This is an optimization exercise on Yosys and OpenROAD, whose aim is small area, not a production implementation.
Function was checked by simulation only, so behaviour that the tests miss may differ from the original.
No driver is modelled on the clock port, so clocking that relies on it looks cheaper here than on a real chip.
No activity file was given, so power comes from the tool's default toggle rates.

==> design/flow/design.v <==
module module_top (
    input  logic        clk,
    input  logic [3:0]  fil,
    input  logic        rst_in,
    input  logic        rst,
    output logic        rst_1,
    output logic [3:0]  col,
    output logic [6:0]  seg,
    output logic        seg_dot,
    output logic [3:0]  cats
);
    assign rst_1   = 1'b1;
    assign seg_dot = 1'b0;
    logic [14:0] sc;
    logic [1:0]  idx;        
    wire term = ~sc[14] & sc[13] & ~sc[12] & sc[11] & sc[9] & sc[7] & sc[6] & sc[5]
              & ~sc[4] & sc[3] & sc[1] & ~sc[0];
    always_ff @(posedge clk) begin
        if (rst || term) sc <= 15'd28769;
        else             sc <= {~sc[13:0], sc[14] ^ sc[0]};
        if (rst)       idx <= 2'd0;
        else if (term) idx <= idx + 2'd1;
    end
    assign col = 4'b0001 << idx;
    logic any_row, rst_in_reg;     
    always_ff @(posedge clk) begin
        if (rst) begin
            any_row    <= 1'b0;
            rst_in_reg <= 1'b0;
        end else begin
            any_row    <= |fil;
            rst_in_reg <= rst_in;
        end
    end
    logic press, reset, pulse, pulse_rst;
    module_DeBounce DB     (.clk(clk), .rst(rst), .button_in(any_row),    .DB_out(press), .pulse(pulse));
    module_DeBounce DB_rst (.clk(clk), .rst(rst), .button_in(rst_in_reg), .DB_out(reset), .pulse(pulse_rst));
    logic [3:0] key;
    always_comb begin
        key = 4'h0;
        case (fil)
            4'b0001: case (idx) 2'd0: key = 4'h1; 2'd1: key = 4'h2; 2'd2: key = 4'h3; 2'd3: key = 4'hA; endcase
            4'b0010: case (idx) 2'd0: key = 4'h4; 2'd1: key = 4'h5; 2'd2: key = 4'h6; 2'd3: key = 4'hB; endcase
            4'b0100: case (idx) 2'd0: key = 4'h7; 2'd1: key = 4'h8; 2'd2: key = 4'h9; 2'd3: key = 4'hC; endcase
            4'b1000: case (idx) 2'd0: key = 4'hE; 2'd1: key = 4'h0; 2'd2: key = 4'hF; 2'd3: key = 4'hD; endcase
            default: key = 4'h0;
        endcase
    end
    logic [3:0] numero;
    always_ff @(posedge clk)
        numero <= pulse ? (numero & {4{~reset}}) : key;
    localparam logic [2:0] INICIO = 3'b000, PRIMERO = 3'b001, SEG1 = 3'b011, SEGUNDO = 3'b010,
                           DIVIDIR = 3'b110, RESET = 3'b100;
    logic [2:0] state;
    always_ff @(posedge clk) begin
        if (rst || reset) state <= INICIO;
        else case (state)
            INICIO:  if (press) state <= PRIMERO;
            PRIMERO: if (press) state <= SEG1;
            SEG1:    state <= SEGUNDO;    
            SEGUNDO: if (press) state <= DIVIDIR;
            DIVIDIR: if (press) state <= RESET;
            default: state <= INICIO;
        endcase
    end
    wire sel_disp = (state == DIVIDIR);
    wire clr_ab   = rst | reset | (state == RESET);
    logic [3:0] A, B;
    always_ff @(posedge clk) begin
        if (clr_ab) begin
            A <= '0;
            B <= '0;
        end else begin
            if (press && state == INICIO)  A <= numero;
            if (press && state == PRIMERO) B <= numero;
        end
    end
    logic [2:0] dst;
    logic [3:0] Rr, Q;
    wire        busy = dst[1];
    wire        a = dst[2] ? (dst[0] ? A[0] : A[1]) : (dst[0] ? A[3] : A[2]);
    wire  [3:0] x = {Rr[2:0], a};
    wire  [4:0] bw;
    wire  [3:0] d;
    assign bw[0] = 1'b0;
    for (genvar i = 0; i < 4; i++) begin : fsub
        assign d[i]    = x[i] ^ B[i] ^ bw[i];
        assign bw[i+1] = (~x[i] & B[i]) | (~x[i] & bw[i]) | (B[i] & bw[i]);
    end
    wire signo = Rr[3] ^ bw[4];      
    always_ff @(posedge clk) begin
        if (rst) begin
            dst <= 3'b000;
            Rr  <= '0;
            Q   <= '0;
        end else begin
            if (dst == 3'b001) Rr <= '0;
            if (busy) begin
                Q  <= {Q[2:0], ~signo};
                Rr <= signo ? x : d;
            end
            case (dst)
                3'b000:  if (state == SEG1 && B != 4'd0) dst <= 3'b001;
                3'b001:  dst <= 3'b011;
                3'b011:  dst <= 3'b010;
                3'b010:  dst <= 3'b110;
                3'b110:  dst <= 3'b111;
                default: dst <= 3'b000;
            endcase
        end
    end
    wire       q_ten = Q[3] & (Q[2] | Q[1]);
    wire       r_ten = Rr[3] & (Rr[2] | Rr[1]);
    wire [3:0] q_one = q_ten ? Q - 4'd10 : Q;
    wire [3:0] r_one = r_ten ? Rr - 4'd10 : Rr;
    logic [3:0] num;
    always_comb begin
        if (sel_disp)
            case (idx)
                2'd0: num = r_one;
                2'd1: num = {3'b000, r_ten};
                2'd2: num = q_one;
                default: num = {3'b000, q_ten};
            endcase
        else
            case (idx)
                2'd1: num = B;
                2'd2: num = A;
                default: num = 4'h8;
            endcase
    end
    always_comb begin
        case (num)
            4'h0: seg = 7'b0111111;
            4'h1: seg = 7'b0000110;
            4'h2: seg = 7'b1011011;
            4'h3: seg = 7'b1001111;
            4'h4: seg = 7'b1100110;
            4'h5: seg = 7'b1101101;
            4'h6: seg = 7'b1111101;
            4'h7: seg = 7'b0000111;
            4'h8: seg = 7'b1111111;
            4'h9: seg = 7'b1101111;
            4'hA: seg = 7'b1110111;
            4'hB: seg = 7'b1111100;
            4'hC: seg = 7'b0111001;
            4'hD: seg = 7'b1011110;
            4'hE: seg = 7'b1111001;
            default: seg = 7'b1110001;
        endcase
    end
    assign cats = ~(sel_disp ? col : {1'b0, idx == 2'd2, idx == 2'd1, 1'b0});
endmodule
module module_DeBounce (
    input  logic clk,
    input  logic rst,
    input  logic button_in,   
    output logic DB_out,      
    output logic pulse        
);
    localparam logic [2:0] IDLE = 3'b000, PULSE = 3'b001, WL1 = 3'b011, WLF = 3'b111,
                           INHF = 3'b110, WAIT_LOW = 3'b010, INHIBITED = 3'b100;
    logic        DFF1;
    logic [19:0] lf;
    logic [2:0]  state;
    wire t512  = ~lf[13] & ~lf[9] & lf[5] & ~lf[4] & lf[2] & ~lf[1];
    wire t2p19 = ~lf[18] & lf[17] & ~lf[16] & lf[15] & ~lf[14] & lf[13] & ~lf[12] & ~lf[10]
               & lf[9] & ~lf[8] & ~lf[7] & ~lf[6] & ~lf[5] & ~lf[3] & ~lf[2] & ~lf[1] & ~lf[0];
    assign DB_out = state[2] & state[1];
    assign pulse  = (state == WL1);
    always_ff @(posedge clk)
        if (button_in ^ DFF1) lf <= '0;
        else                  lf <= {~lf[18:0], ~(lf[19] ^ lf[16])};
    always_ff @(posedge clk) begin
        if (rst) begin
            DFF1  <= 1'b0;
            state <= IDLE;
        end else begin
            DFF1 <= button_in;
            case (state)
                IDLE:      if (t512 && DFF1) state <= PULSE;
                PULSE:     state <= WL1;
                WL1:       state <= DFF1 ? WLF : INHF;
                WLF:       state <= DFF1 ? WAIT_LOW : INHIBITED;
                INHF:      state <= INHIBITED;    
                WAIT_LOW:  if (!DFF1) state <= INHIBITED;
                INHIBITED: if (t2p19 && !DFF1) state <= IDLE;
                default:   state <= INHIBITED;
            endcase
        end
    end
endmodule
==> design/flow/flow/run.sh <==
#!/bin/bash
# Own layout flow: the standard flow (standard.sh) with
#  - synthesis through flow/own_synth.tcl: the standard synthesis script with
#    area-oriented ABC mapping and only full-adder cell extraction (no
#    half-adder cells); registers are mapped exactly as in the standard
#    synthesis,
#  - port buffers of the smallest buffer cell,
#  - a small clock tree built by flow/pre_cts.tcl before CTS (CTS then has
#    nothing left to buffer): the registers in CLK_GROUPS groups of
#    near-equal size by position, one CLK_BUF_CELL per group, one
#    CLK_ROOT_CELL from the clock port to the group buffers.
# Each tool's output is in orfs/logs/; make's output is in own_flow.log.
set -euo pipefail
W=$(pwd)
sed -e "s|SYNTH_SCRIPT=[^ ]*|SYNTH_SCRIPT=$W/flow/own_synth.tcl|" standard.sh > own_standard.sh
export BUFFER_PORTS_ARGS="-buffer_cell sky130_fd_sc_hd__buf_1"
export CTS_ARGS="-sink_clustering_enable -repair_clock_nets -dont_use_dummy_load -buf_list sky130_fd_sc_hd__clkbuf_1 -root_buf sky130_fd_sc_hd__clkbuf_1"
export PRE_CTS_TCL=$W/flow/pre_cts.tcl
export CLK_GROUPS=6
export CLK_ROOT_CELL=sky130_fd_sc_hd__clkbuf_4
export CLK_BUF_CELL=sky130_fd_sc_hd__clkbuf_8
bash own_standard.sh finish > own_flow.log 2>&1
==> design/flow/flow/area.abc <==
strash; dch -f; amap; topo; dnsize
==> design/flow/flow/own_synth.tcl <==
set ::own_flow_dir [file dirname [file normalize [info script]]]
proc synth {args} { yosys synth -nofsm -noshare {*}$args }
# area-oriented mapping: full adder cells only, ABC area mapping (area.abc)
proc extract_fa {args} { yosys extract_fa -fa }
proc abc {args} {
  global lib_args lib_dont_use_args
  yosys abc {*}$lib_args {*}$lib_dont_use_args -script $::own_flow_dir/area.abc
}
# constant outputs get the smallest buffer
proc insbuf {args} { yosys insbuf -buf sky130_fd_sc_hd__buf_1 A X }
source $::env(SCRIPTS_DIR)/synth.tcl
# left out here: clear keep_hierarchy, flatten, clean up, hide names made inside functions, write 1_2_yosys.v
==> design/flow/flow/pre_cts.tcl <==
# Clock buffering done here instead of by CTS: the registers are split into
# CLK_GROUPS groups of near-equal size by position (k-means with a size cap), and each group gets one clock
# buffer at its centre, driven straight from the clock port. CTS then finds
# no net left to buffer.
set ngroups $::env(CLK_GROUPS)
set bufcell $::env(CLK_BUF_CELL)
set block [ord::get_db_block]
set dbu [$block getDbUnitsPerMicron]
set net [$block findNet clk]
set sinks {}
foreach it [$net getITerms] {
  set bb [[$it getInst] getBBox]
  lappend sinks [list $it [expr {([$bb xMin] + [$bb xMax]) / 2.0}] [expr {([$bb yMin] + [$bb yMax]) / 2.0}]]
}
set n [llength $sinks]
# initial centres: spread along a diagonal sweep of sinks sorted by x+y
set sorted [lsort -real -index 0 [lmap s $sinks {list [expr {[lindex $s 1] + [lindex $s 2]}] {*}$s}]]
set cx {}
set cy {}
for {set g 0} {$g < $ngroups} {incr g} {
  set s [lindex $sorted [expr {int(($g + 0.5) * $n / $ngroups)}]]
  lappend cx [lindex $s 2]
  lappend cy [lindex $s 3]
}
set cap [expr {($n + $ngroups - 1) / $ngroups}]
for {set iter 0} {$iter < 30} {incr iter} {
  # assign each register to the nearest centre that still has room
  set pairs {}
  set i 0
  foreach s $sinks {
    for {set g 0} {$g < $ngroups} {incr g} {
      lappend pairs [list [expr {abs([lindex $s 1] - [lindex $cx $g]) + abs([lindex $s 2] - [lindex $cy $g])}] $i $g]
    }
    incr i
  }
  set pairs [lsort -real -index 0 $pairs]
  set taken [lrepeat $n 0]
  set count [lrepeat $ngroups 0]
  set members [lrepeat $ngroups {}]
  foreach pr $pairs {
    lassign $pr d i g
    if {[lindex $taken $i] || [lindex $count $g] >= $cap} continue
    lset taken $i 1
    lset count $g [expr {[lindex $count $g] + 1}]
    lset members $g [concat [lindex $members $g] [list [lindex $sinks $i]]]
  }
  for {set g 0} {$g < $ngroups} {incr g} {
    set m [lindex $members $g]
    if {[llength $m] == 0} continue
    set sx 0.0
    set sy 0.0
    foreach s $m { set sx [expr {$sx + [lindex $s 1]}]; set sy [expr {$sy + [lindex $s 2]}] }
    lset cx $g [expr {$sx / [llength $m]}]
    lset cy $g [expr {$sy / [llength $m]}]
  }
}
set skip {}
for {set g 0} {$g < $ngroups} {incr g} {
  set m [lindex $members $g]
  if {[llength $m] == 0} continue
  set pins [lmap s $m {
    set it [lindex $s 0]
    get_pins "[[$it getInst] getName]/[[$it getMTerm] getName]"
  }]
  set before [llength [$net getITerms]]
  insert_buffer -buffer_cell $bufcell -net clk -load_pins $pins \
    -location [list [expr {[lindex $cx $g] / $dbu}] [expr {[lindex $cy $g] / $dbu}]] \
    -buffer_name clkbuf_g$g -net_name clknet_g$g
  puts "pre_cts: group $g: [llength $m] registers, centre [expr {[lindex $cx $g] / $dbu}] [expr {[lindex $cy $g] / $dbu}]"
}
if {[info exists ::env(CLK_ROOT_CELL)] && $::env(CLK_ROOT_CELL) ne ""} {
  # a root buffer between the port and the group buffers, at their centre
  set sx 0.0
  set sy 0.0
  set k 0
  foreach it [$net getITerms] {
    set bb [[$it getInst] getBBox]
    set sx [expr {$sx + ([$bb xMin] + [$bb xMax]) / 2.0}]
    set sy [expr {$sy + ([$bb yMin] + [$bb yMax]) / 2.0}]
    incr k
  }
  insert_buffer -buffer_cell $::env(CLK_ROOT_CELL) -net clk \
    -location [list [expr {$sx / $k / $dbu}] [expr {$sy / $k / $dbu}]] \
    -buffer_name clkbuf_root -net_name clknet_root
}
foreach it [$net getITerms] {
  set inst [$it getInst]
  set out [$inst findITerm X]
  if {$out ne "NULL" && [$out getNet] ne "NULL"} {
    lappend skip [[$out getNet] getName]
    foreach it2 [[$out getNet] getITerms] {
      set o2 [[$it2 getInst] findITerm X]
      if {$o2 ne "NULL" && [$o2 getNet] ne "NULL"} { lappend skip [[$o2 getNet] getName] }
    }
  }
}
lappend skip clk
puts "pre_cts: clock port drives [llength [$net getITerms]] pins; CTS skips $skip"
set_cts_config -skip_nets $skip
==> design/flow/standard.sh <==
#!/bin/bash
# synth_recipe.tcl (not shown) runs the flow's synth.tcl, then flattens the netlist and writes it again
# the make line also repeats each setting of config.mk as NAME=value (left out here)
make -C /OpenROAD-flow-scripts/flow DESIGN_CONFIG=/design/flow/config.mk WORK_HOME=/design/flow/orfs CLKGATE_MAP_FILE= SYNTH_SCRIPT=/design/flow/synth_recipe.tcl "${@:-finish}"
==> design/flow/config.mk <==
export PLATFORM = sky130hd
export DESIGN_NAME = module_top
export DESIGN_NICKNAME = module_top
export VERILOG_FILES = /design/flow/design.v
export SDC_FILE = /design/flow/constraint.sdc
export NUM_CORES = 4
export LEC_CHECK = 0
export CAP_MARGIN = 20
export CORE_MARGIN = 2
export CORE_UTILIZATION = 55
export GPL_TIMING_DRIVEN = 0
export SLEW_MARGIN = 20
==> design/flow/constraint.sdc <==
create_clock -name core_clock -period 10.0 [get_ports {clk}]
set_input_delay 2.0000 -clock core_clock [delete_from_list [all_inputs] [get_ports {clk}]]
set_output_delay 2.0000 -clock core_clock [all_outputs]
set_load 0.01 [all_outputs]
==> results by group, run 1 <==
Final layout
  • Area Growth Syn to Fin: 7.89%
  • Diode count: 0
  • Fillers: 590
  • Most frequent cells in the layout: 111 x nor2_1, 93 x dfxtp_1, 53 x clkinv_1
  • Final net count: 459
  • Final core occ: 0.605
  • Most common cell after layout, fill and taps aside: nor2_1
  • Multi-input gate area: 1470 µm²
  • Layout cells sized above 1: 0.0201
  • Register cell area after layout: 1860 µm²
  • Largest regs: DB.lf x20, DB_rst.lf x20, sc x15
  • Layout Cells excl Fill: 524

Hold path
  • HP Class: register to register

Clocking
  • Worst skew pair latency: about 0.42 ns
  • Hold_buf cts: 0
  • Post-cts resize count: 0
  • Setup bufs post-CTS: 0
  • Clock slew at reported path FFs: 0.09 ns

Timing
  • Period utilization: 0.537
  • Setup_tns: 0 ns
  • Fmax: approximately 190 MHz
  • Final worst slack: 4.63 ns
  • Hold Vio Cnt, Final: 0
  • Worst clock skew: 0.0115 ns
  • RSZ-0062 raised after global routing: false
  • Fin crit period: 5.37 ns
  • Relative slew slack: 0.346
  • Final Setup Violations: 0
  • Max-slew violation count: 0
  • Worst Tran Pin Value: 0.980 ns

Detailed routing
  • Detailed Route Iter0 Violations: 149
  • Routed vias/inst: 5.52
  • WL final: 6750 µm
  • Antenna Nets Post-Route: 0
  • Residual DRC: 0
  • WL/cell: around 13 µm
  • DR pass1 iterations: 4
  • Vias: 2,890

Status
  • Status: finished clean

Power and ir drop
  • PwrDens: 173 nW/µm²
  • VDD IR-drop max: about 0.14 mV
  • Total power: 656 µW
  • Leakage: 1.34 nW

Synthesis
  • Post-synthesis cell area: between 3000 and 4000 µm²
  • Area contributors post-synth: dfxtp_1 53%, nor2_1 12%, clkinv_1 5.7%
  • Top cell type by total area after synthesis: dfxtp_1
  • Unique masters post-synth: 36
  • Syn nets: 429
  • Ys Warns: 2
  • Syn Inst Count: approximately 420
  • Avg Cell Area, Syn: 8.40 µm²
  • Top-area cell type share of the netlist area: 0.529
  • Seq/Total Area, Yosys: 0.529
  • Synth Register Bits: 93
  • Post-synth EDFFs: 0
  • Share of flip-flops with an asynchronous set or reset: 0
  • Dominant synthesized flop cell: dfxtp_1

Floorplan
  • Die Width: 84.0 µm
  • Initial core utilization: 0.561
  • # IOs: 24
  • Die H: roughly 84 µm
  • Rows: 29
  • Core ar.: 6280 µm²
  • Die area: 7060 µm²

Global route
  • Initial antenna violation count: 0
  • Largest net degree at the start of global routing: 22
  • Total grt overflow: 0
  • First-pass GRT wire length: 11,700 µm
  • Vias in the first global route: 2,599
  • GRT Util Overall: 0.191

Place
  • GP Congestion: around 0.86
  • Cells after DPL: 517
  • I/O Buffers: 21
  • Post-DP HPWL: ~5200 µm
  • Post-place setup slack: 5.17 ns

Critical path
  • Cell mode on critical path: clkinv_1
  • CP cell instances: clkinv_1 > nor2_1 > clkinv_1 > o21ai_0 > o21ai_0 > o221ai_1 > clkinv_1 > nor2_1 > clkinv_1 > a22oi_1 > o32ai_1 > buf_1
  • Data arrival, critical path: 3.37 ns
  • CP max-delay cell: dfxtp_1
  • Crit path largest cell delay: 0.46 ns
  • Required @ worst endpoint: 8.00 ns
  • Critical path buffers and inverters: 5
  • Crit path max fanout: 7
  • Crit end category: output port
  • CP Launch Type: register
  • Top delay family on crit path: compound AO/OA/AOI/OAI gates
  • Crit Path Category: register to output port

Job
  • Max Cap Viol: 0
[cell usage after synthesis (all sizes together), types with 2 or more instances]
cell and number:
nor2 111, dfxtp 93, clkinv 53, o21ai 23, a21oi 21, nor3 17
o22ai 15, nand2 11, a22oi 7, nand3 7, a211oi 5, nor4 5
o221a 5, a31oi 4, o32ai 4, or4 4, a221oi 3, fa 3
or4b 3, a311oi 2, a41oi 2, buf 2, conb 2, nand4 2
nor2b 2, o221ai 2, or2 2
[report_power, final]
| group | switching, mW | internal, mW |
|---|---|---|
| logic | 0.0373 | 0.0265 |
| clock network | 0.105 | 0.0585 |
| registers | 0.0216 | 0.407 |
| total | 0.164 | 0.492 |
[metrics by stage]
step                      hold slack, ns  area, µm²
after floorplan                    0.368       3520
after global placement             0.371       3700
after detailed placement           0.374       3710
after CTS                          0.375       3800
after global routing               0.397       3800
final                              0.384       3800
[routing by layer]
layer  up-vias  GRT usage  share of wire
met4         0     0.0411          0.021
met3        14     0.0129          0.032
met2        60      0.316           0.44
li1       1525          -              -
met5         -          0              0
met1      1291      0.278           0.50
[worst paths after layout]
kind | start | endpoint | slack [ns] | depth (start not counted)
setup / recovery | idx[1] | seg[3] | 4.63 | 12
hold / removal | sc[10] | sc[11] | 0.38 | 1
setup reg to reg | dst[0] | Rr[2] | 6.73 | 14
hold reg to reg | sc[10] | sc[11] | 0.38 | 1
[layout make-up, clock buffers not listed]
class,count,share of cell area
tap,77,0.0254
buffer,2,0.00198
sequential,93,0.490
timing repair buffer,21,0.0208
multi-input combinational,271,0.386
inverter,53,0.0524
[logic make-up after synthesis]
logic type | Yosys count | share of synthesized area
AO/OA/AOI/OAI | 98 | 0.183
flip-flops | 93 | 0.529
AND/OR/NAND/NOR | 168 | 0.211
buffers and inverters | 55 | 0.0586
adder cells (fa/ha/maj) | 3 | 0.0171
other | 2 | 0.00213
==> run 2, diff against run 1 <==
--- a/design/flow/flow/run.sh
+++ b/design/flow/flow/run.sh
@@ -16,7 +16,8 @@
 export BUFFER_PORTS_ARGS="-buffer_cell sky130_fd_sc_hd__buf_1"
 export CTS_ARGS="-sink_clustering_enable -repair_clock_nets -dont_use_dummy_load -buf_list sky130_fd_sc_hd__clkbuf_1 -root_buf sky130_fd_sc_hd__clkbuf_1"
 export PRE_CTS_TCL=$W/flow/pre_cts.tcl
+export POST_CTS_TCL=$W/flow/post_cts.tcl
 export CLK_GROUPS=6
-export CLK_ROOT_CELL=sky130_fd_sc_hd__clkbuf_4
-export CLK_BUF_CELL=sky130_fd_sc_hd__clkbuf_8
+export CLK_ROOT_INV=sky130_fd_sc_hd__inv_4
+export CLK_LEAF_INV=sky130_fd_sc_hd__inv_8
 bash own_standard.sh finish > own_flow.log 2>&1
==> design/flow/flow/post_cts.tcl (new file) <==
# Clock tree of inverters, built after CTS (which is left nothing to do):
# the registers in CLK_GROUPS groups of near-equal size by position (k-means
# with a size cap); each group is driven by one CLK_LEAF_INV at its centre,
# and one CLK_ROOT_INV between the clock port and the leaf inverters, so every
# register sees the clock through two inversions.
set ngroups $::env(CLK_GROUPS)
set db [ord::get_db]
set block [ord::get_db_block]
set leafm [$db findMaster $::env(CLK_LEAF_INV)]
set rootm [$db findMaster $::env(CLK_ROOT_INV)]
set net [$block findNet clk]
set sinks {}
foreach it [$net getITerms] {
  set bb [[$it getInst] getBBox]
  lappend sinks [list $it [expr {([$bb xMin] + [$bb xMax]) / 2.0}] [expr {([$bb yMin] + [$bb yMax]) / 2.0}]]
}
set n [llength $sinks]
set sorted [lsort -real -index 0 [lmap s $sinks {list [expr {[lindex $s 1] + [lindex $s 2]}] {*}$s}]]
set cx {}
set cy {}
for {set g 0} {$g < $ngroups} {incr g} {
  set s [lindex $sorted [expr {int(($g + 0.5) * $n / $ngroups)}]]
  lappend cx [lindex $s 2]
  lappend cy [lindex $s 3]
}
set cap [expr {($n + $ngroups - 1) / $ngroups}]
for {set iter 0} {$iter < 30} {incr iter} {
  set pairs {}
  set i 0
  foreach s $sinks {
    for {set g 0} {$g < $ngroups} {incr g} {
      lappend pairs [list [expr {abs([lindex $s 1] - [lindex $cx $g]) + abs([lindex $s 2] - [lindex $cy $g])}] $i $g]
    }
    incr i
  }
  set pairs [lsort -real -index 0 $pairs]
  set taken [lrepeat $n 0]
  set count [lrepeat $ngroups 0]
  set members [lrepeat $ngroups {}]
  foreach pr $pairs {
    lassign $pr d i g
    if {[lindex $taken $i] || [lindex $count $g] >= $cap} continue
    lset taken $i 1
    lset count $g [expr {[lindex $count $g] + 1}]
    lset members $g [concat [lindex $members $g] [list [lindex $sinks $i]]]
  }
  for {set g 0} {$g < $ngroups} {incr g} {
    set m [lindex $members $g]
    if {[llength $m] == 0} continue
    set sx 0.0
    set sy 0.0
    foreach s $m { set sx [expr {$sx + [lindex $s 1]}]; set sy [expr {$sy + [lindex $s 2]}] }
    lset cx $g [expr {$sx / [llength $m]}]
    lset cy $g [expr {$sy / [llength $m]}]
  }
}
proc place_at {inst x y} {
  $inst setLocation [expr {int($x)}] [expr {int($y)}]
  $inst setPlacementStatus PLACED
}
# root inverter at the centre of the groups
set rx 0.0
set ry 0.0
for {set g 0} {$g < $ngroups} {incr g} { set rx [expr {$rx + [lindex $cx $g]}]; set ry [expr {$ry + [lindex $cy $g]}] }
set root [odb::dbInst_create $block $rootm clkinv_root]
place_at $root [expr {$rx / $ngroups}] [expr {$ry / $ngroups}]
set rnet [odb::dbNet_create $block clknet_root]
$rnet setSigType CLOCK
[$root findITerm A] connect $net
[$root findITerm Y] connect $rnet
for {set g 0} {$g < $ngroups} {incr g} {
  set m [lindex $members $g]
  if {[llength $m] == 0} continue
  set leaf [odb::dbInst_create $block $leafm clkinv_g$g]
  place_at $leaf [lindex $cx $g] [lindex $cy $g]
  set gnet [odb::dbNet_create $block clknet_g$g]
  $gnet setSigType CLOCK
  [$leaf findITerm A] connect $rnet
  [$leaf findITerm Y] connect $gnet
  foreach s $m {
    set it [lindex $s 0]
    $it disconnect
    $it connect $gnet
  }
  puts "post_cts: group $g: [llength $m] registers"
}
puts "post_cts: clock port drives [llength [$net getITerms]] pins"
detailed_placement
check_placement -verbose
estimate_parasitics -placement
report_clock_skew
==> design/flow/flow/pre_cts.tcl (replaced) <==
set_cts_config -skip_nets clk
==> run 2 against run 1 <==
  * Still clean
  * Register-to-register slack about the same
  * Total power down 1.3%
  * Die area unchanged
  * Clock power down 5%
  * Critical path depth unchanged
  * Maximum frequency up 4.3%
  * Sequential cell count unchanged
  * Via count down 0.14%
  * Wire length about the same
  * Highest routed layer unchanged
==> results by group, run 2 <==
Status
  • Status: finished clean (unchanged)

Global route
  • First-pass GRT wire length: 11,700 µm (about the same)
  • GRT Util Overall: 0.192 (was 0.191)
  • Vias in the first global route: 2,582 (was 2,599)
  • Total grt overflow: 0 (unchanged)
  • Largest net degree at the start of global routing: 22 (unchanged)
  • Initial antenna violation count: 0 (unchanged)

Detailed routing
  • Antenna Nets Post-Route: 0 (unchanged)
  • WL final: 6760 µm (was 6750 µm)
  • Detailed Route Iter0 Violations: 134 (was 149)
  • Residual DRC: 0 (unchanged)
  • DR pass1 iterations: 4 (unchanged)
  • WL/cell: 12.9 µm (about the same)
  • Routed vias/inst: 5.51 (was 5.52)
  • Vias: 2,886 (was 2,890)

Critical path
  • Flop-to-flop setup slack: 6.73 ns (about the same)
  • Crit path max fanout: 7 (unchanged)
  • Required @ worst endpoint: 8.00 ns (about the same)
  • Data arrival, critical path: 3.14 ns (was 3.37 ns)
  • Worst r2r path cells: 14 (unchanged)
  • Crit Reg-Reg Endpoint: Rr[2] (unchanged)
  • Crit Path Category: register to output port (unchanged)
  • R2r startpoint: dst[0] (unchanged)
  • CP Launch Type: register (unchanged)
  • Crit end category: output port (unchanged)

Power and ir drop
  • Total power: 647 µW (was 656 µW)
  • VDD IR-drop max: 0.119 mV (was 0.137 mV)
  • Leakage: 1.33 nW (was 1.34 nW)
  • PwrDens: 171 nW/µm² (was 173 nW/µm²)

Synthesis
  • Post-synthesis cell area: 3520 µm² (unchanged)
  • Top cell type by total area after synthesis: dfxtp_1 (unchanged)
  • Post-synthesis xor/xnor area fraction: 0 (unchanged)
  • Seq/Total Area, Yosys: 0.529 (unchanged)
  • Post-synth EDFFs: 0 (unchanged)
  • Top-area cell type share of the netlist area: 0.529 (unchanged)
  • Synth Register Bits: 93 (unchanged)
  • Unique masters post-synth: 36 (unchanged)
  • Synth top cells by count: 111 x nor2_1, 93 x dfxtp_1, 53 x clkinv_1, 23 x o21ai_0, 21 x a21oi_1 (unchanged)
  • Adder-cell share of the synthesized area: 0.0171 (unchanged)
  • Share of flip-flops with an asynchronous set or reset: 0 (unchanged)
  • Dominant synthesized flop cell: dfxtp_1 (unchanged)
  • Post-synthesis compound-gate area fraction: 0.183 (unchanged)
  • Syn nets: 429 (unchanged)
  • Count leader, synth: nor2_1 (unchanged)
  • Ys Warns: 2 (unchanged)
  • Largest family of logic cells by synthesized area: simple AND/OR/NAND/NOR gates (unchanged)
  • Syn Inst Count: 419 (unchanged)
  • Simple-Gate Fraction of Synth Area: 0.211 (unchanged)
  • Avg Cell Area, Syn: 8.40 µm² (unchanged)
  • Area contributors post-synth: dfxtp_1 53%, nor2_1 12%, clkinv_1 5.7% (unchanged)
  • Mux share of post-synthesis cell area: 0 (unchanged)

Timing
  • Max-slew violation count: 0 (unchanged)
  • Setup_tns: 0 ns (unchanged)
  • Hold_ws: 0.383 ns (was 0.384 ns)
  • Worst clock skew: 0.00913 ns (was 0.0115 ns)
  • Worst Tran Pin Value: 0.981 ns (was 0.980 ns)
  • Period utilization: 0.514 (was 0.537)
  • Final worst slack: 4.86 ns (was 4.63 ns)
  • Final Setup Violations: 0 (unchanged)
  • Hold Vio Cnt, Final: 0 (unchanged)
  • Fin crit period: 5.14 ns (was 5.37 ns)
  • RSZ-0062 raised after global routing: false (unchanged)
  • Relative slew slack: 0.346 (about the same)
  • Fmax: 194 MHz (was 186 MHz)

Final layout
  • Register cell area after layout: 1860 µm² (unchanged)
  • Final core occ: 0.603 (was 0.605)
  • Largest regs: DB.lf x20, DB_rst.lf x20, sc x15 (unchanged)
  • Layout cells sized above 1: 0.0201 (unchanged)
  • Area Growth Syn to Fin: 7.43% (was 7.89%)
  • Final net count: 459 (unchanged)
  • Fillers: 598 (was 590)
  • Most frequent cells in the layout: 111 x nor2_1, 93 x dfxtp_1, 53 x clkinv_1 (unchanged)
  • Most common cell after layout, fill and taps aside: nor2_1 (unchanged)
  • Multi-input gate area: 1470 µm² (unchanged)
  • Layout Cells excl Fill: 524 (unchanged)
  • Diode count: 0 (unchanged)
  • Final Cell Area: 3780 µm² (was 3800 µm²)

Clocking
  • Clock slew at reported path FFs: 0.09 ns (about the same)
  • Worst skew pair latency: 0.25 ns (was 0.42 ns)

Place
  • I/O Buffers: 21 (unchanged)
  • Cells after DPL: 517 (unchanged)
  • Post-place setup slack: 5.17 ns (unchanged)
  • GP Congestion: 0.859 (unchanged)
  • Post-DP HPWL: 5170 µm (unchanged)
  • Placed Area: 3710 µm² (unchanged)

Hold path
  • Hold path endpoint: sc[11] (unchanged)
  • Hold-critical path depth: 1 (unchanged)
  • HP Start: sc[10] (unchanged)
  • HP Class: register to register (unchanged)

Floorplan
  • # IOs: 24 (unchanged)
  • Initial core utilization: 0.561 (unchanged)
  • Die area: 7060 µm² (unchanged)
  • Rows: 29 (unchanged)
  • Die Width: 84.0 µm (unchanged)
  • Die H: 84.0 µm (unchanged)
  • Core ar.: 6280 µm² (unchanged)

Job
  • Max Cap Viol: 0 (unchanged)
==> run 2: layout make-up <==
class | instances | share of cell area
Tap cell | 77 | 0.0255
Buffer | 2 | 0.00198
Timing Repair Buffer | 21 | 0.0208
Sequential cell | 93 | 0.492
Multi-Input combinational cell | 271 | 0.387
Inverter | 60 | 0.0721
==> run 2: cells by family after synthesis <==
logic type / after synthesis
flops: 93
fa+ha+maj: 3
other cells: 2
simple gates: 168
compound gates: 98
buf+inv: 55
==> run 2: how the worst max path moves through the flow <==
stage                       from  endpoint  cells after the start
final                     idx[1]    seg[3]                     12
after global placement    idx[1]    seg[3]                     12
after detailed placement  idx[1]    seg[3]                     12
after global routing      idx[1]    seg[3]                     12
after floorplan           idx[1]    seg[3]                     11
==> run 2: power breakdown <==
part | switching (mW) | leakage (nW) | internal (mW) | total (mW)
clock | 0.132 | 0.0408 | 0.0225 | 0.155
sequential | 0.0216 | 0.770 | 0.407 | 0.429
combinational | 0.0373 | 0.518 | 0.0265 | 0.0639
total | 0.191 | 1.33 | 0.456 | 0.647
==> run 2: layer usage <==
metal | wire [µm] | part of all wire | vias up | global-route usage
li1 | - | - | 1538 | -
met1 | 3410 | 0.50 | 1287 | 0.281
met2 | 3000 | 0.44 | 45 | 0.313
met3 | 198 | 0.029 | 16 | 0.0119
met4 | 148 | 0.022 | 0 | 0.0440
met5 | 0 | 0 | - | 0
==> run 2: worst max-delay path, cell delays in order, from the launching register on <==
cell and delay [ns]:
dfxtp_1 0.45, clkinv_1 0.16, nor2_1 0.37, clkinv_1 0.28
o21ai_0 0.20, o21ai_0 0.10, o221ai_1 0.37, clkinv_1 0.16
nor2_1 0.18, clkinv_1 0.13, a22oi_1 0.20, o32ai_1 0.10
buf_1 0.17
==> run 3, diff against run 2 <==
--- a/design/flow/flow/run.sh
+++ b/design/flow/flow/run.sh
@@ -19,5 +19,5 @@
 export POST_CTS_TCL=$W/flow/post_cts.tcl
 export CLK_GROUPS=6
 export CLK_ROOT_INV=sky130_fd_sc_hd__inv_4
-export CLK_LEAF_INV=sky130_fd_sc_hd__inv_8
+export CLK_LEAF_INV=sky130_fd_sc_hd__inv_6
 bash own_standard.sh finish > own_flow.log 2>&1
==> run 3 against run 2 <==
  * Area after synthesis stayed put
  * Still clean on timing, DRC and antenna
  * Critical path depth stayed put
  * Largest cell class unchanged
  * Final cell count unchanged
  * Clock skew increased by 0.0033 ns
  * Sequential share of layout area increased by 0.20 points
==> results by group, run 3 <==
Status
  • Status: finished clean (unchanged)

Place
  • I/O Buffers: 21 (unchanged)
  • Post-DP HPWL: 5170 µm (unchanged)
  • GP Congestion: 0.859 (unchanged)
  • Placed Area: 3710 µm² (unchanged)

Synthesis
  • Count leader, synth: nor2_1 (unchanged)
  • Post-synth EDFFs: 0 (unchanged)
  • Top cell type by total area after synthesis: dfxtp_1 (unchanged)
  • Dominant synthesized flop cell: dfxtp_1 (unchanged)
  • Seq/Total Area, Yosys: 0.529 (unchanged)
  • Synth top cells by count: 111 x nor2_1, 93 x dfxtp_1, 53 x clkinv_1, 23 x o21ai_0, 21 x a21oi_1 (unchanged)
  • Syn Inst Count: 419 (unchanged)
  • Share of flip-flops with an asynchronous set or reset: 0 (unchanged)
  • Post-synthesis cell area: 3520 µm² (unchanged)
  • Synth Register Bits: 93 (unchanged)
  • Unique masters post-synth: 36 (unchanged)
  • Avg Cell Area, Syn: 8.40 µm² (unchanged)
  • Area contributors post-synth: dfxtp_1 53%, nor2_1 12%, clkinv_1 5.7% (unchanged)
  • Top-area cell type share of the netlist area: 0.529 (unchanged)
  • Syn nets: 429 (unchanged)
  • Ys Warns: 2 (unchanged)

Final layout
  • Layout cells sized above 1: 0.0201 (unchanged)
  • Area Growth Syn to Fin: 7.00% (was 7.43%)
  • Most frequent cells in the layout: 111 x nor2_1, 93 x dfxtp_1, 53 x clkinv_1 (unchanged)
  • Final core occ: 0.600 (was 0.603)
  • Most common cell after layout, fill and taps aside: nor2_1 (unchanged)
  • Largest regs: DB.lf x20, DB_rst.lf x20, sc x15 (unchanged)
  • Final Cell Area: 3770 µm² (was 3780 µm²)
  • Diode count: 0 (unchanged)
  • Final net count: 459 (unchanged)

Global route
  • GRT Util Overall: 0.192 (about the same)
  • First-pass GRT wire length: 11,700 µm (about the same)
  • Total grt overflow: 0 (unchanged)
  • Initial antenna violation count: 0 (unchanged)
  • Largest net degree at the start of global routing: 22 (unchanged)
  • Vias in the first global route: 2,592 (was 2,582)

Hold path
  • HP Class: register to register (unchanged)

Critical path
  • CP Launch Type: register (unchanged)
  • Crit end category: output port (unchanged)
  • Crit Path Category: register to output port (unchanged)
  • CP max-delay cell: dfxtp_1 (unchanged)
  • Data arrival, critical path: 3.17 ns (was 3.14 ns)
  • Cell mode on critical path: clkinv_1 (unchanged)
  • Required @ worst endpoint: 8.00 ns (about the same)
  • Crit path largest cell delay: 0.46 ns (was 0.45 ns)
  • CP cell instances: clkinv_1 > nor2_1 > clkinv_1 > o21ai_0 > o21ai_0 > o221ai_1 > clkinv_1 > nor2_1 > clkinv_1 > a22oi_1 > o32ai_1 > buf_1 (unchanged)
  • Crit path max fanout: 7 (unchanged)

Timing
  • Final Setup Violations: 0 (unchanged)
  • Period utilization: 0.517 (was 0.514)
  • Worst Tran Pin Value: 0.997 ns (was 0.981 ns)
  • Fmax: 194 MHz (about the same)
  • Relative slew slack: 0.335 (was 0.346)
  • RSZ-0062 raised after global routing: false (unchanged)
  • Hold Vio Cnt, Final: 0 (unchanged)
  • Fin crit period: 5.17 ns (was 5.14 ns)
  • Max-slew violation count: 0 (unchanged)
  • Hold_ws: 0.385 ns (was 0.383 ns)
  • Setup_tns: 0 ns (unchanged)
  • Worst clock skew: 0.0125 ns (was 0.00913 ns)

Detailed routing
  • WL final: 6760 µm (about the same)
  • WL/cell: 12.9 µm (about the same)
  • Residual DRC: 0 (unchanged)
  • DR pass1 iterations: 4 (unchanged)
  • Detailed Route Iter0 Violations: 153 (was 134)
  • Routed vias/inst: 5.54 (was 5.51)
  • Vias: 2,904 (was 2,886)
  • Antenna Nets Post-Route: 0 (unchanged)

Power and ir drop
  • Total net switching power: 182 µW (was 191 µW)
  • PwrDens: 168 nW/µm² (was 171 nW/µm²)
  • Clk pwr share: 0.221 (was 0.239)
  • Sequential share of power: 0.678 (was 0.662)
  • Power Internal: 450 µW (was 456 µW)
  • Net Sw Frac: 0.288 (was 0.295)
  • Leakage: 1.32 nW (was 1.33 nW)
  • Combinational share of power: 0.101 (was 0.099)
  • VDD IR-drop max: 0.116 mV (was 0.119 mV)
  • Total power: 633 µW (was 647 µW)

Clocking
  • Worst skew pair latency: 0.24 ns (was 0.25 ns)
  • Clock slew at reported path FFs: 0.10 ns (was 0.09 ns)

Floorplan
  • Die area: 7060 µm² (unchanged)
  • # IOs: 24 (unchanged)
  • Die H: 84.0 µm (unchanged)
  • Initial core utilization: 0.561 (unchanged)
  • Core ar.: 6280 µm² (unchanged)
  • Rows: 29 (unchanged)
  • Die Width: 84.0 µm (unchanged)

Job
  • Max Cap Viol: 0 (unchanged)
[run 3: final timing paths]
path / from / end / slack, ns / cells past startpoint
worst min register to register: sc[10] / sc[11] / 0.38 / 1
worst max register to register: dst[0] / Rr[2] / 6.73 / 14
worst max-delay path: idx[1] / seg[3] / 4.83 / 12
worst min-delay path: sc[10] / sc[11] / 0.38 / 1
[run 3: layout make-up]
class	count	area, µm²
flip-flops and latches	93	1860
fillers	596	2510
plain buffers	2	7.51
repair buffers	21	78.8
well taps	77	96.3
multi-input cells	271	1470
inverters	60	258
[run 3: logic make-up after synthesis]
group           Yosys count  share of synthesized area
other cells               2                    0.00213
fa+ha+maj                 3                     0.0171
simple gates            168                      0.211
buf+inv                  55                     0.0586
flops                    93                      0.529
compound gates           98                      0.183
[run 3: per-stage QoR]
step                std cells  worst slack (ns)
floorplan                 419              5.60
global placement          517              5.23
finish                    524              4.83
global route              524              4.53
detailed placement        517              5.17
[run 3: routing by layer]
layer / routed length [µm] / part of all wire / global-route usage / up-vias
met5: 0 / 0 / 0 / -
met4: 148 / 0.022 / 0.0440 / 0
met3: 256 / 0.038 / 0.0119 / 16
met2: 2990 / 0.44 / 0.316 / 71
met1: 3360 / 0.50 / 0.278 / 1285
li1: - / - / - / 1532
[run 3: worst max-delay path, delay by kind of cell (launching register included)]
family	cells	cell delay (ns)
buffers and inverters	5	0.92
AND/OR/NAND/NOR	2	0.58
flip-flops	1	0.46
AO/OA/AOI/OAI	5	0.97
[run 3: power by group through the flow]
stage	combinational, mW	sequential [mW]	clock [mW]
after floorplan	0.0518	0.431	0
after global placement	0.0630	0.437	0
after detailed placement	0.0649	0.437	0
after global routing	0.0750	0.434	0.161
final	0.0639	0.429	0.140
==> run 4, diff against run 3 <==
--- a/design/flow/flow/run.sh
+++ b/design/flow/flow/run.sh
@@ -17,7 +17,7 @@
 export CTS_ARGS="-sink_clustering_enable -repair_clock_nets -dont_use_dummy_load -buf_list sky130_fd_sc_hd__clkbuf_1 -root_buf sky130_fd_sc_hd__clkbuf_1"
 export PRE_CTS_TCL=$W/flow/pre_cts.tcl
 export POST_CTS_TCL=$W/flow/post_cts.tcl
-export CLK_GROUPS=6
+export CLK_GROUPS=5
 export CLK_ROOT_INV=sky130_fd_sc_hd__inv_4
-export CLK_LEAF_INV=sky130_fd_sc_hd__inv_6
+export CLK_LEAF_INV=sky130_fd_sc_hd__inv_8
 bash own_standard.sh finish > own_flow.log 2>&1
==> run 4 against run 3 <==
  * Final cell count down 0.19%
  * Combinational power barely moved
  * Design area about the same
  * Sequential cell count stayed put
  * Wire length grew 0.73%
  * Critical path depth unchanged
  * Area after synthesis is the same
  * Clock skew shrank 0.0038 ns
  * Largest power group unchanged
==> results by group, run 4 <==
Status
  • Status: finished clean (unchanged)

Detailed routing
  • Detailed Route Iter0 Violations: 132 (was 153)
  • Residual DRC: 0 (unchanged)
  • Routed vias/inst: 5.55 (was 5.54)
  • DR pass1 iterations: 7 (was 4)
  • WL/cell: 13.0 µm (was 12.9 µm)
  • Antenna Nets Post-Route: 0 (unchanged)
  • WL final: 6810 µm (was 6760 µm)
  • Vias: 2,905 (was 2,904)

Critical path
  • CP Launch Type: register (unchanged)
  • Crit path largest cell delay: 0.46 ns (about the same)
  • Top delay family on crit path: compound AO/OA/AOI/OAI gates (unchanged)
  • Critical path buffers and inverters: 5 (unchanged)
  • Crit path max fanout: 7 (unchanged)
  • Cell mode on critical path: clkinv_1 (unchanged)
  • Crit Path Category: register to output port (unchanged)
  • Crit end category: output port (unchanged)
  • Data arrival, critical path: 3.18 ns (was 3.17 ns)
  • CP cell instances: clkinv_1 > nor2_1 > clkinv_1 > o21ai_0 > o21ai_0 > o221ai_1 > clkinv_1 > nor2_1 > clkinv_1 > a22oi_1 > o32ai_1 > buf_1 (unchanged)
  • CP max-delay cell: dfxtp_1 (unchanged)
  • Required @ worst endpoint: 8.00 ns (about the same)

Floorplan
  • Die Width: 84.0 µm (unchanged)
  • Initial core utilization: 0.561 (unchanged)
  • # IOs: 24 (unchanged)
  • Die H: 84.0 µm (unchanged)
  • Rows: 29 (unchanged)
  • Core ar.: 6280 µm² (unchanged)
  • Die area: 7060 µm² (unchanged)

Synthesis
  • Mux share of post-synthesis cell area: 0 (unchanged)
  • Post-synth EDFFs: 0 (unchanged)
  • Ys Warns: 2 (unchanged)
  • Syn nets: 429 (unchanged)
  • Synth Register Bits: 93 (unchanged)
  • Top cell type by total area after synthesis: dfxtp_1 (unchanged)
  • Seq/Total Area, Yosys: 0.529 (unchanged)
  • Synth top cells by count: 111 x nor2_1, 93 x dfxtp_1, 53 x clkinv_1, 23 x o21ai_0, 21 x a21oi_1 (unchanged)
  • Syn Inst Count: 419 (unchanged)
  • Post-synthesis cell area: 3520 µm² (unchanged)
  • Unique masters post-synth: 36 (unchanged)
  • Post-synthesis xor/xnor area fraction: 0 (unchanged)
  • Share of flip-flops with an asynchronous set or reset: 0 (unchanged)
  • Dominant synthesized flop cell: dfxtp_1 (unchanged)
  • Adder-cell share of the synthesized area: 0.0171 (unchanged)
  • Top-area cell type share of the netlist area: 0.529 (unchanged)
  • Avg Cell Area, Syn: 8.40 µm² (unchanged)
  • Count leader, synth: nor2_1 (unchanged)
  • Simple-Gate Fraction of Synth Area: 0.211 (unchanged)
  • Post-synthesis compound-gate area fraction: 0.183 (unchanged)
  • Largest family of logic cells by synthesized area: simple AND/OR/NAND/NOR gates (unchanged)
  • Area contributors post-synth: dfxtp_1 53%, nor2_1 12%, clkinv_1 5.7% (unchanged)

Global route
  • GRT Util Overall: 0.191 (was 0.192)
  • First-pass GRT wire length: 11,600 µm (was 11,700 µm)
  • Largest net degree at the start of global routing: 22 (unchanged)
  • Initial antenna violation count: 0 (unchanged)
  • Vias in the first global route: 2,587 (was 2,592)
  • Total grt overflow: 0 (unchanged)

Place
  • Post-place setup slack: 5.17 ns (unchanged)
  • I/O Buffers: 21 (unchanged)
  • Post-DP HPWL: 5170 µm (unchanged)
  • GP Congestion: 0.859 (unchanged)

Final layout
  • Most common cell after layout, fill and taps aside: nor2_1 (unchanged)
  • Largest regs: DB.lf x20, DB_rst.lf x20, sc x15 (unchanged)
  • Fillers: 596 (unchanged)
  • Final net count: 458 (was 459)
  • Most frequent cells in the layout: 111 x nor2_1, 93 x dfxtp_1, 53 x clkinv_1 (unchanged)
  • Diode count: 0 (unchanged)
  • Layout cells sized above 1: 0.0179 (was 0.0201)
  • Area Growth Syn to Fin: 7.11% (was 7.00%)

Clocking
  • Worst skew pair latency: 0.23 ns (was 0.24 ns)
  • Clock slew at reported path FFs: 0.10 ns (about the same)

Timing
  • Worst Tran Pin Value: 1.01 ns (was 0.997 ns)
  • Hold Vio Cnt, Final: 0 (unchanged)
  • Relative slew slack: 0.329 (was 0.335)
  • Fmax: 193 MHz (was 194 MHz)
  • Final Setup Violations: 0 (unchanged)
  • Final worst slack: 4.82 ns (was 4.83 ns)
  • Worst clock skew: 0.00867 ns (was 0.0125 ns)
  • Setup_tns: 0 ns (unchanged)
  • Period utilization: 0.518 (was 0.517)
  • Fin crit period: 5.18 ns (was 5.17 ns)
  • RSZ-0062 raised after global routing: false (unchanged)
  • Max-slew violation count: 0 (unchanged)

Power and ir drop
  • VDD IR-drop max: 0.133 mV (was 0.116 mV)
  • Leakage: 1.32 nW (about the same)
  • PwrDens: 169 nW/µm² (was 168 nW/µm²)

Job
  • Max Cap Viol: 0 (unchanged)

Hold path
  • HP Class: register to register (unchanged)
==> run 4: cell counts after synthesis <==
Identical to the previous run, type by type.
==> run 4: per-stage QoR <==
stage / cell area [µm²] / total power, mW / hold WS (ns) / std cells / util
finish: 3770 / 0.637 / 0.384 / 523 / 0.601
detailed placement: 3710 / 0.502 / 0.374 / 517 / 0.591
global route: 3770 / 0.672 / 0.397 / 523 / 0.601
global placement: 3700 / 0.500 / 0.371 / 517 / 0.589
floorplan: 3520 / 0.483 / 0.368 / 419 / -
==> run 4: path summary, 6_finish.rpt <==
kind,start,end,slack [ns],cells past startpoint
worst max-delay path,idx[1],seg[3],4.82,12
worst min-delay path,sc[10],sc[11],0.38,1
worst max register to register,dst[0],Rr[2],6.75,14
worst min register to register,sc[10],sc[11],0.38,1
==> run 4: power breakdown <==
part	switching [mW]	total (mW)	internal, mW	leakage (nW)
combinational	0.0374	0.0639	0.0265	0.518
sequential	0.0217	0.429	0.407	0.770
clock	0.126	0.145	0.0191	0.0347
total	0.185	0.637	0.453	1.32
==> run 4: cells by family (layout without fill, tap and decap cells) <==
group           Yosys count  after routing
compound gates           98             98
fa+ha+maj                 3              3
buf+inv                  55             82
flops                    93             93
other cells               2              2
simple gates            168            168
==> run 4: area by class of cell <==
class                   instances  area, µm²  share of cell area
flip-flops and latches         93       1860               0.494
well taps                      77       96.3              0.0255
repair buffers                 21       78.8              0.0209
plain buffers                   2       7.51             0.00199
inverters                      59        262              0.0693
multi-input cells             271       1470               0.389
==> run 4: per-layer routing <==
layer	part of all wire	routed length, µm	vias to the layer above	GRT usage
met5	0	0	-	0
met4	0.014	97	0	0.0337
met3	0.035	235	9	0.0158
met2	0.45	3070	63	0.325
met1	0.50	3400	1305	0.269
li1	-	-	1528	-
==> run 5, diff against run 4 <==
--- a/design/flow/flow/run.sh
+++ b/design/flow/flow/run.sh
@@ -17,7 +17,7 @@
 export CTS_ARGS="-sink_clustering_enable -repair_clock_nets -dont_use_dummy_load -buf_list sky130_fd_sc_hd__clkbuf_1 -root_buf sky130_fd_sc_hd__clkbuf_1"
 export PRE_CTS_TCL=$W/flow/pre_cts.tcl
 export POST_CTS_TCL=$W/flow/post_cts.tcl
-export CLK_GROUPS=5
-export CLK_ROOT_INV=sky130_fd_sc_hd__inv_4
-export CLK_LEAF_INV=sky130_fd_sc_hd__inv_8
+export CLK_GROUPS=8
+export CLK_ROOT_INV=sky130_fd_sc_hd__inv_8
+export CLK_LEAF_INV=sky130_fd_sc_hd__inv_4
 bash own_standard.sh finish > own_flow.log 2>&1
==> run 5 against run 4 <==
  * Via count hardly changed
  * Core utilization hardly changed
  * Sequential power hardly changed
  * Still clean on timing, DRC and antenna
  * Worst hold slack better by 0.00074 ns
==> results by group, run 5 <==
Timing
  • Worst clock skew: 0.0133 ns (was 0.00867 ns)
  • Final Setup Violations: 0 (unchanged)
  • Fin crit period: 5.11 ns (was 5.18 ns)
  • Fmax: 196 MHz (was 193 MHz)
  • RSZ-0062 raised after global routing: false (unchanged)
  • Worst Tran Pin Value: 0.983 ns (was 1.01 ns)
  • Period utilization: 0.511 (was 0.518)
  • Max-slew violation count: 0 (unchanged)
  • Relative slew slack: 0.345 (was 0.329)
  • Hold Vio Cnt, Final: 0 (unchanged)
  • Setup_tns: 0 ns (unchanged)

Detailed routing
  • Vias: 2,903 (was 2,905)
  • WL/cell: 13.1 µm (was 13.0 µm)
  • DR pass1 iterations: 4 (was 7)
  • Antenna Nets Post-Route: 0 (unchanged)
  • Residual DRC: 0 (unchanged)
  • Routed vias/inst: 5.52 (was 5.55)
  • WL final: 6880 µm (was 6810 µm)
  • Detailed Route Iter0 Violations: 142 (was 132)

Synthesis
  • Share of flip-flops with an asynchronous set or reset: 0 (unchanged)
  • Adder-cell share of the synthesized area: 0.0171 (unchanged)
  • Post-synthesis cell area: 3520 µm² (unchanged)
  • Syn Inst Count: 419 (unchanged)
  • Ys Warns: 2 (unchanged)
  • Top-area cell type share of the netlist area: 0.529 (unchanged)
  • Synth Register Bits: 93 (unchanged)
  • Syn nets: 429 (unchanged)
  • Unique masters post-synth: 36 (unchanged)
  • Top cell type by total area after synthesis: dfxtp_1 (unchanged)
  • Count leader, synth: nor2_1 (unchanged)
  • Simple-Gate Fraction of Synth Area: 0.211 (unchanged)
  • Largest family of logic cells by synthesized area: simple AND/OR/NAND/NOR gates (unchanged)
  • Dominant synthesized flop cell: dfxtp_1 (unchanged)
  • Post-synthesis compound-gate area fraction: 0.183 (unchanged)
  • Post-synthesis xor/xnor area fraction: 0 (unchanged)
  • Area contributors post-synth: dfxtp_1 53%, nor2_1 12%, clkinv_1 5.7% (unchanged)
  • Synth top cells by count: 111 x nor2_1, 93 x dfxtp_1, 53 x clkinv_1, 23 x o21ai_0, 21 x a21oi_1 (unchanged)
  • Post-synth EDFFs: 0 (unchanged)
  • Avg Cell Area, Syn: 8.40 µm² (unchanged)
  • Seq/Total Area, Yosys: 0.529 (unchanged)
  • Mux share of post-synthesis cell area: 0 (unchanged)

Critical path
  • Top delay family on crit path: compound AO/OA/AOI/OAI gates (unchanged)
  • CP cell instances: clkinv_1 > nor2_1 > clkinv_1 > o21ai_0 > o21ai_0 > o221ai_1 > clkinv_1 > nor2_1 > clkinv_1 > a22oi_1 > o32ai_1 > buf_1 (unchanged)
  • Crit path max fanout: 7 (unchanged)
  • CP max-delay cell: dfxtp_1 (unchanged)
  • Required @ worst endpoint: 8.00 ns (about the same)
  • Crit Path Category: register to output port (unchanged)
  • Crit Reg-Reg Endpoint: Rr[2] (unchanged)
  • CP Launch Type: register (unchanged)
  • Crit end category: output port (unchanged)
  • Flop-to-flop setup slack: 6.75 ns (about the same)
  • Cell mode on critical path: clkinv_1 (unchanged)
  • Worst r2r path cells: 14 (unchanged)
  • Crit path largest cell delay: 0.46 ns (about the same)
  • Critical path buffers and inverters: 5 (unchanged)
  • R2r startpoint: dst[0] (unchanged)
  • Critical Path Stages: 12 (unchanged)
  • Data arrival, critical path: 3.11 ns (was 3.18 ns)

Job
  • Max Cap Viol: 0 (unchanged)

Clocking
  • Clock slew at reported path FFs: 0.11 ns (was 0.10 ns)
  • Worst skew pair latency: 0.17 ns (was 0.23 ns)

Global route
  • GRT Util Overall: 0.193 (was 0.191)
  • Initial antenna violation count: 0 (unchanged)
  • Vias in the first global route: 2,624 (was 2,587)
  • First-pass GRT wire length: 11,700 µm (was 11,600 µm)
  • Total grt overflow: 0 (unchanged)
  • Largest net degree at the start of global routing: 22 (unchanged)

Power and ir drop
  • Total power: 635 µW (was 637 µW)
  • PwrDens: 169 nW/µm² (about the same)
  • VDD IR-drop max: 0.132 mV (was 0.133 mV)
  • Leakage: 1.33 nW (was 1.32 nW)

Floorplan
  • Die Width: 84.0 µm (unchanged)
  • Rows: 29 (unchanged)
  • Core ar.: 6280 µm² (unchanged)
  • Initial core utilization: 0.561 (unchanged)
  • Die H: 84.0 µm (unchanged)
  • Die area: 7060 µm² (unchanged)
  • # IOs: 24 (unchanged)

Hold path
  • Hold-critical path depth: 1 (unchanged)
  • HP Start: sc[10] (unchanged)
  • HP Class: register to register (unchanged)
  • Hold path endpoint: sc[11] (unchanged)

Place
  • Placed Area: 3710 µm² (unchanged)
  • Post-DP HPWL: 5170 µm (unchanged)
  • I/O Buffers: 21 (unchanged)
  • GP Congestion: 0.859 (unchanged)

Final layout
  • Layout cells sized above 1: 0.0245 (was 0.0179)
  • Most common cell after layout, fill and taps aside: nor2_1 (unchanged)
  • Fillers: 600 (was 596)
  • Area Growth Syn to Fin: 7.07% (was 7.11%)
  • Largest regs: DB.lf x20, DB_rst.lf x20, sc x15 (unchanged)
  • Final net count: 461 (was 458)
  • Final Cell Area: 3770 µm² (about the same)
  • Diode count: 0 (unchanged)
  • Most frequent cells in the layout: 111 x nor2_1, 93 x dfxtp_1, 53 x clkinv_1 (unchanged)

Status
  • Status: finished clean (unchanged)
run 5: kinds of logic after synthesis:
kind of cell	Yosys count
fa+ha+maj	3
compound gates	98
flops	93
other cells	2
buf+inv	55
simple gates	168
run 5: stage by stage:
stage	hold slack [ns]	setup slack [ns]	cells	utilization
finish	0.385	4.89	526	0.601
global route	0.398	4.59	526	0.601
detailed placement	0.374	5.17	517	0.591
global placement	0.371	5.23	517	0.589
floorplan	0.368	5.60	419	-
run 5: area by class of cell:
cell class | count | area [µm²] | share of cell area
inverter | 62 | 260 | 0.0690
timing repair buffer | 21 | 78.8 | 0.0209
buffer | 2 | 7.51 | 0.00199
multi-input combinational | 271 | 1470 | 0.389
tap | 77 | 96.3 | 0.0256
sequential | 93 | 1860 | 0.494
run 5: layer usage:
layer / global-route usage / vias to the layer above / share of wire
met4: 0.0440 / 0 / 0.018
li1: - / 1537 / -
met1: 0.275 / 1290 / 0.50
met3: 0.0158 / 14 / 0.036
met2: 0.321 / 62 / 0.44
met5: 0 / - / 0
run 5: worst max path at each step:
stage             end   start
2_1_floorplan  seg[3]  idx[1]
3_3_place_gp   seg[3]  idx[1]
3_5_place_dp   seg[3]  idx[1]
5_1_grt        seg[3]  idx[1]
6_report       seg[3]  idx[1]
run 5: power by group:
group          total (mW)  leakage, nW  switching, mW  internal (mW)
sequential          0.428        0.770         0.0215          0.407
combinational      0.0639        0.518         0.0374         0.0265
clock               0.143       0.0418          0.125         0.0184
total               0.635         1.33          0.183          0.452
run 5: worst reg2reg max path: cells and delay by family (launching register included):
family / cells / cell delay [ns]
compound gates: 5 / 0.93
fa+ha+maj: 3 / 0.99
simple gates: 3 / 0.29
flops: 1 / 0.48
buf+inv: 3 / 0.43
==> run 6, diff against run 5 <==
--- a/design/flow/design.v
+++ b/design/flow/design.v
@@ -109,26 +109,11 @@
             endcase
         end
     end
-    wire       q_ten = Q[3] & (Q[2] | Q[1]);
-    wire       r_ten = Rr[3] & (Rr[2] | Rr[1]);
-    wire [3:0] q_one = q_ten ? Q - 4'd10 : Q;
-    wire [3:0] r_one = r_ten ? Rr - 4'd10 : Rr;
-    logic [3:0] num;
-    always_comb begin
-        if (sel_disp)
-            case (idx)
-                2'd0: num = r_one;
-                2'd1: num = {3'b000, r_ten};
-                2'd2: num = q_one;
-                default: num = {3'b000, q_ten};
-            endcase
-        else
-            case (idx)
-                2'd1: num = B;
-                2'd2: num = A;
-                default: num = 4'h8;
-            endcase
-    end
+    wire [3:0] v   = idx[1] ? Q : Rr;
+    wire       ten = v[3] & (v[2] | v[1]);
+    wire [3:0] one = ten ? {1'b0, v[2] & v[1], v[2] & ~v[1], v[0]} : v;
+    wire [3:0] num = sel_disp ? (idx[0] ? {3'b000, ten} : one)
+                              : (idx == 2'd1 ? B : idx == 2'd2 ? A : 4'h8);
     always_comb begin
         case (num)
             4'h0: seg = 7'b0111111;
@@ -158,15 +143,15 @@
     output logic DB_out,      
     output logic pulse        
 );
-    localparam logic [2:0] IDLE = 3'b000, PULSE = 3'b001, WL1 = 3'b011, WLF = 3'b111,
-                           INHF = 3'b110, WAIT_LOW = 3'b010, INHIBITED = 3'b100;
+    localparam logic [2:0] IDLE = 3'd6, PULSE = 3'd7, WL1 = 3'd5, WLF = 3'd3,
+                           INHF = 3'd1, WAIT_LOW = 3'd0, INHIBITED = 3'd2;
     logic        DFF1;
     logic [19:0] lf;
     logic [2:0]  state;
     wire t512  = ~lf[13] & ~lf[9] & lf[5] & ~lf[4] & lf[2] & ~lf[1];
     wire t2p19 = ~lf[18] & lf[17] & ~lf[16] & lf[15] & ~lf[14] & lf[13] & ~lf[12] & ~lf[10]
                & lf[9] & ~lf[8] & ~lf[7] & ~lf[6] & ~lf[5] & ~lf[3] & ~lf[2] & ~lf[1] & ~lf[0];
-    assign DB_out = state[2] & state[1];
+    assign DB_out = (state == WLF) || (state == INHF);
     assign pulse  = (state == WL1);
     always_ff @(posedge clk)
         if (button_in ^ DFF1) lf <= '0;
==> design/flow/flow/run.sh (replaced) <==
#!/bin/bash
# Own layout flow: the standard flow (standard.sh) with
#  - synthesis through flow/own_synth.tcl: the standard synthesis script with
#    area-oriented ABC mapping and only full-adder cell extraction (no
#    half-adder cells); registers are mapped exactly as in the standard
#    synthesis,
#  - port buffers of the smallest buffer cell,
#  - a small clock tree of inverters built by flow/post_cts.tcl after CTS
#    (flow/pre_cts.tcl tells CTS to leave the clock net alone): the
#    registers in CLK_GROUPS groups of near-equal size by position, one
#    CLK_LEAF_INV per group, one CLK_ROOT_INV from the clock port to the
#    group inverters.
# Each tool's output is in orfs/logs/; make's output is in own_flow.log.
set -euo pipefail
W=$(pwd)
sed -e "s|SYNTH_SCRIPT=[^ ]*|SYNTH_SCRIPT=$W/flow/own_synth.tcl|" standard.sh > own_standard.sh
export BUFFER_PORTS_ARGS="-buffer_cell sky130_fd_sc_hd__buf_1"
export PRE_CTS_TCL=$W/flow/pre_cts.tcl
export POST_CTS_TCL=$W/flow/post_cts.tcl
export CLK_GROUPS=5
export CLK_ROOT_INV=sky130_fd_sc_hd__inv_4
export CLK_LEAF_INV=sky130_fd_sc_hd__inv_8
bash own_standard.sh finish > own_flow.log 2>&1
==> design/flow/flow/pre_cts.tcl (replaced) <==
# CTS builds no tree: flow/post_cts.tcl builds it after CTS
set_cts_config -skip_nets clk
--- a/design/flow/config.mk
+++ b/design/flow/config.mk
@@ -7,6 +7,6 @@
 export LEC_CHECK = 0
 export CAP_MARGIN = 20
 export CORE_MARGIN = 2
-export CORE_UTILIZATION = 55
+export CORE_UTILIZATION = 70
 export GPL_TIMING_DRIVEN = 0
 export SLEW_MARGIN = 20
==> run 6 against run 5 <==
  * Die area decreased by 22%
  * Sequential share of layout area grew 1.1 points
  * Still clean on timing, DRC and antenna
  * Combinational power up 2%
  * Via count fell by 2.0%
  * Critical path depth fell by 3
  * First-iteration DRC count up 45%
  * Area after synthesis decreased by 2.1%
  * Worst hold slack gained 0.0029 ns
  * Critical endpoint unchanged
  * Critical path type unchanged
  * Sequential power increased by 2%
  * Maximum frequency down 1.6%
==> results by group, run 6 <==
Critical path
  • Crit Reg-Reg Endpoint: Rr[2] (unchanged)
  • Crit Path Category: register to output port (unchanged)
  • Crit end category: output port (unchanged)
  • Worst r2r path cells: 14 (unchanged)
  • CP Launch Type: register (unchanged)
  • Required @ worst endpoint: 8.00 ns (about the same)
  • R2r startpoint: dst[0] (unchanged)
  • CP cell instances: clkinv_1 > o22ai_1 > nor2_1 > o32ai_1 > clkinv_1 > nor2_1 > nand3_1 > o311ai_0 > buf_1 (was clkinv_1 > nor2_1 > clkinv_1 > o21ai_0 > o21ai_0 > o221ai_1 > clkinv_1 > nor2_1 > clkinv_1 > a22oi_1 > o32ai_1 > buf_1)
  • Crit path largest cell delay: 0.61 ns (was 0.46 ns)
  • Flop-to-flop setup slack: 6.67 ns (was 6.75 ns)

Power and ir drop
  • VDD IR-drop max: 0.156 mV (was 0.132 mV)
  • PwrDens: 173 nW/µm² (was 169 nW/µm²)
  • Total power: 639 µW (was 635 µW)

Synthesis
  • Adder-cell share of the synthesized area: 0.0174 (was 0.0171)
  • Simple-Gate Fraction of Synth Area: 0.221 (was 0.211)
  • Area contributors post-synth: dfxtp_1 54%, nor2_1 11%, clkinv_1 5.2% (was dfxtp_1 53%, nor2_1 12%, clkinv_1 5.7%)
  • Syn nets: 415 (was 429)
  • Mux share of post-synthesis cell area: 0 (unchanged)
  • Avg Cell Area, Syn: 8.51 µm² (was 8.40 µm²)
  • Syn Inst Count: 405 (was 419)
  • Seq/Total Area, Yosys: 0.540 (was 0.529)
  • Top cell type by total area after synthesis: dfxtp_1 (unchanged)
  • Post-synth EDFFs: 0 (unchanged)
  • Top-area cell type share of the netlist area: 0.540 (was 0.529)
  • Unique masters post-synth: 34 (was 36)
  • Dominant synthesized flop cell: dfxtp_1 (unchanged)
  • Ys Warns: 2 (unchanged)
  • Post-synthesis xor/xnor area fraction: 0 (unchanged)

Clocking
  • Clock slew at reported path FFs: 0.09 ns (was 0.11 ns)
  • Worst skew pair latency: 0.23 ns (was 0.17 ns)

Detailed routing
  • Routed vias/inst: 5.70 (was 5.52)
  • Residual DRC: 0 (unchanged)
  • WL/cell: 13.2 µm (was 13.1 µm)
  • WL final: 6590 µm (was 6880 µm)
  • Vias: 2,844 (was 2,903)

Final layout
  • Layout cells sized above 1: 0.0185 (was 0.0245)
  • Largest regs: DB.lf x20, DB_rst.lf x20, sc x15 (unchanged)
  • Diode count: 0 (unchanged)
  • Area Growth Syn to Fin: 6.89% (was 7.07%)
  • Final net count: 444 (was 461)
  • Fillers: 340 (was 600)
  • Most frequent cells in the layout: 98 x nor2_1, 93 x dfxtp_1, 48 x clkinv_1 (was 111 x nor2_1, 93 x dfxtp_1, 53 x clkinv_1)

Timing
  • Period utilization: 0.520 (was 0.511)
  • Fmax: 192 MHz (was 196 MHz)
  • Final Setup Violations: 0 (unchanged)
  • Worst clock skew: 0.00733 ns (was 0.0133 ns)
  • Relative slew slack: 0.406 (was 0.345)
  • Setup_tns: 0 ns (unchanged)
  • Hold Vio Cnt, Final: 0 (unchanged)
  • Final worst slack: 4.80 ns (was 4.89 ns)
  • RSZ-0062 raised after global routing: false (unchanged)
  • Worst Tran Pin Value: 0.892 ns (was 0.983 ns)

Floorplan
  • Initial core utilization: 0.730 (was 0.561)
  • Die Width: 74.2 µm (was 84.0 µm)
  • # IOs: 24 (unchanged)
  • Die area: 5500 µm² (was 7060 µm²)
  • Core ar.: 4720 µm² (was 6280 µm²)
  • Rows: 25 (was 29)

Job
  • Max Cap Viol: 0 (unchanged)

Status
  • Status: finished clean (unchanged)

Global route
  • First-pass GRT wire length: 11,200 µm (was 11,700 µm)
  • Initial antenna violation count: 0 (unchanged)
  • Largest net degree at the start of global routing: 21 (was 22)
  • Total grt overflow: 0 (unchanged)

Place
  • I/O Buffers: 21 (unchanged)
  • GP Congestion: 0.873 (was 0.859)
  • Post-place setup slack: 5.14 ns (was 5.17 ns)
  • Post-DP HPWL: 5040 µm (was 5170 µm)

Hold path
  • Hold-critical path depth: 1 (unchanged)
  • HP Start: DB_rst.lf[11] (was sc[10])
  • HP Class: register to register (unchanged)
==> run 6: worst max-delay path: cells and delay by family, from the launching register on <==
family | cells | cell delay [ns]
and+or+nand+nor | 3 | 0.50
AOI/OAI and AO/OA | 3 | 1.09
buffers and inverters | 3 | 0.81
DFF | 1 | 0.57
==> run 6: through the flow <==
stage | utilization | instances | hold slack (ns)
2_1_floorplan | - | 405 | 0.368
3_3_place_gp | 0.765 | 493 | 0.370
3_5_place_dp | 0.767 | 493 | 0.372
5_1_grt | 0.780 | 499 | 0.398
6_report | 0.780 | 499 | 0.388
==> run 6: routing by layer <==
layer  wire [µm]  track usage  vias up  part of all wire
li1            -            -     1469                 -
met1        3010        0.347     1279              0.46
met2        3120        0.429       84              0.47
met3         331       0.0176       12             0.050
met4         116       0.0525        0             0.018
met5           0            0        -                 0
==> run 6: worst max-delay path by stage <==
stage	startpoint	slack, ns	cells past startpoint	endpoint
final	idx[1]	4.80	9	seg[3]
after global routing	idx[1]	4.48	9	seg[3]
after detailed placement	idx[1]	5.14	9	seg[3]
after global placement	idx[1]	5.14	9	seg[3]
after floorplan	idx[1]	5.74	8	seg[3]
==> run 6: kinds of logic (layout without fill, tap and decap cells) <==
kind of cell / after synthesis / after routing
AO/OA/AOI/OAI: 90 / 90
buffers and inverters: 50 / 77
adder cells (fa/ha/maj): 3 / 3
other: 2 / 2
flip-flops: 93 / 93
AND/OR/NAND/NOR: 167 / 167
==> run 6: final cells by class <==
cell class,count,area (µm²),share of cell area
Multi-Input combinational cell,262,1410,0.383
Inverter,54,243,0.0659
Buffer,2,7.51,0.00204
Tap cell,67,83.8,0.0227
Timing Repair Buffer,21,78.8,0.0214
Sequential cell,93,1860,0.505
==> run 6: power breakdown <==
group / switching [mW] / internal (mW)
registers: 0.0257 / 0.409
clock network: 0.121 / 0.0190
logic: 0.0386 / 0.0263
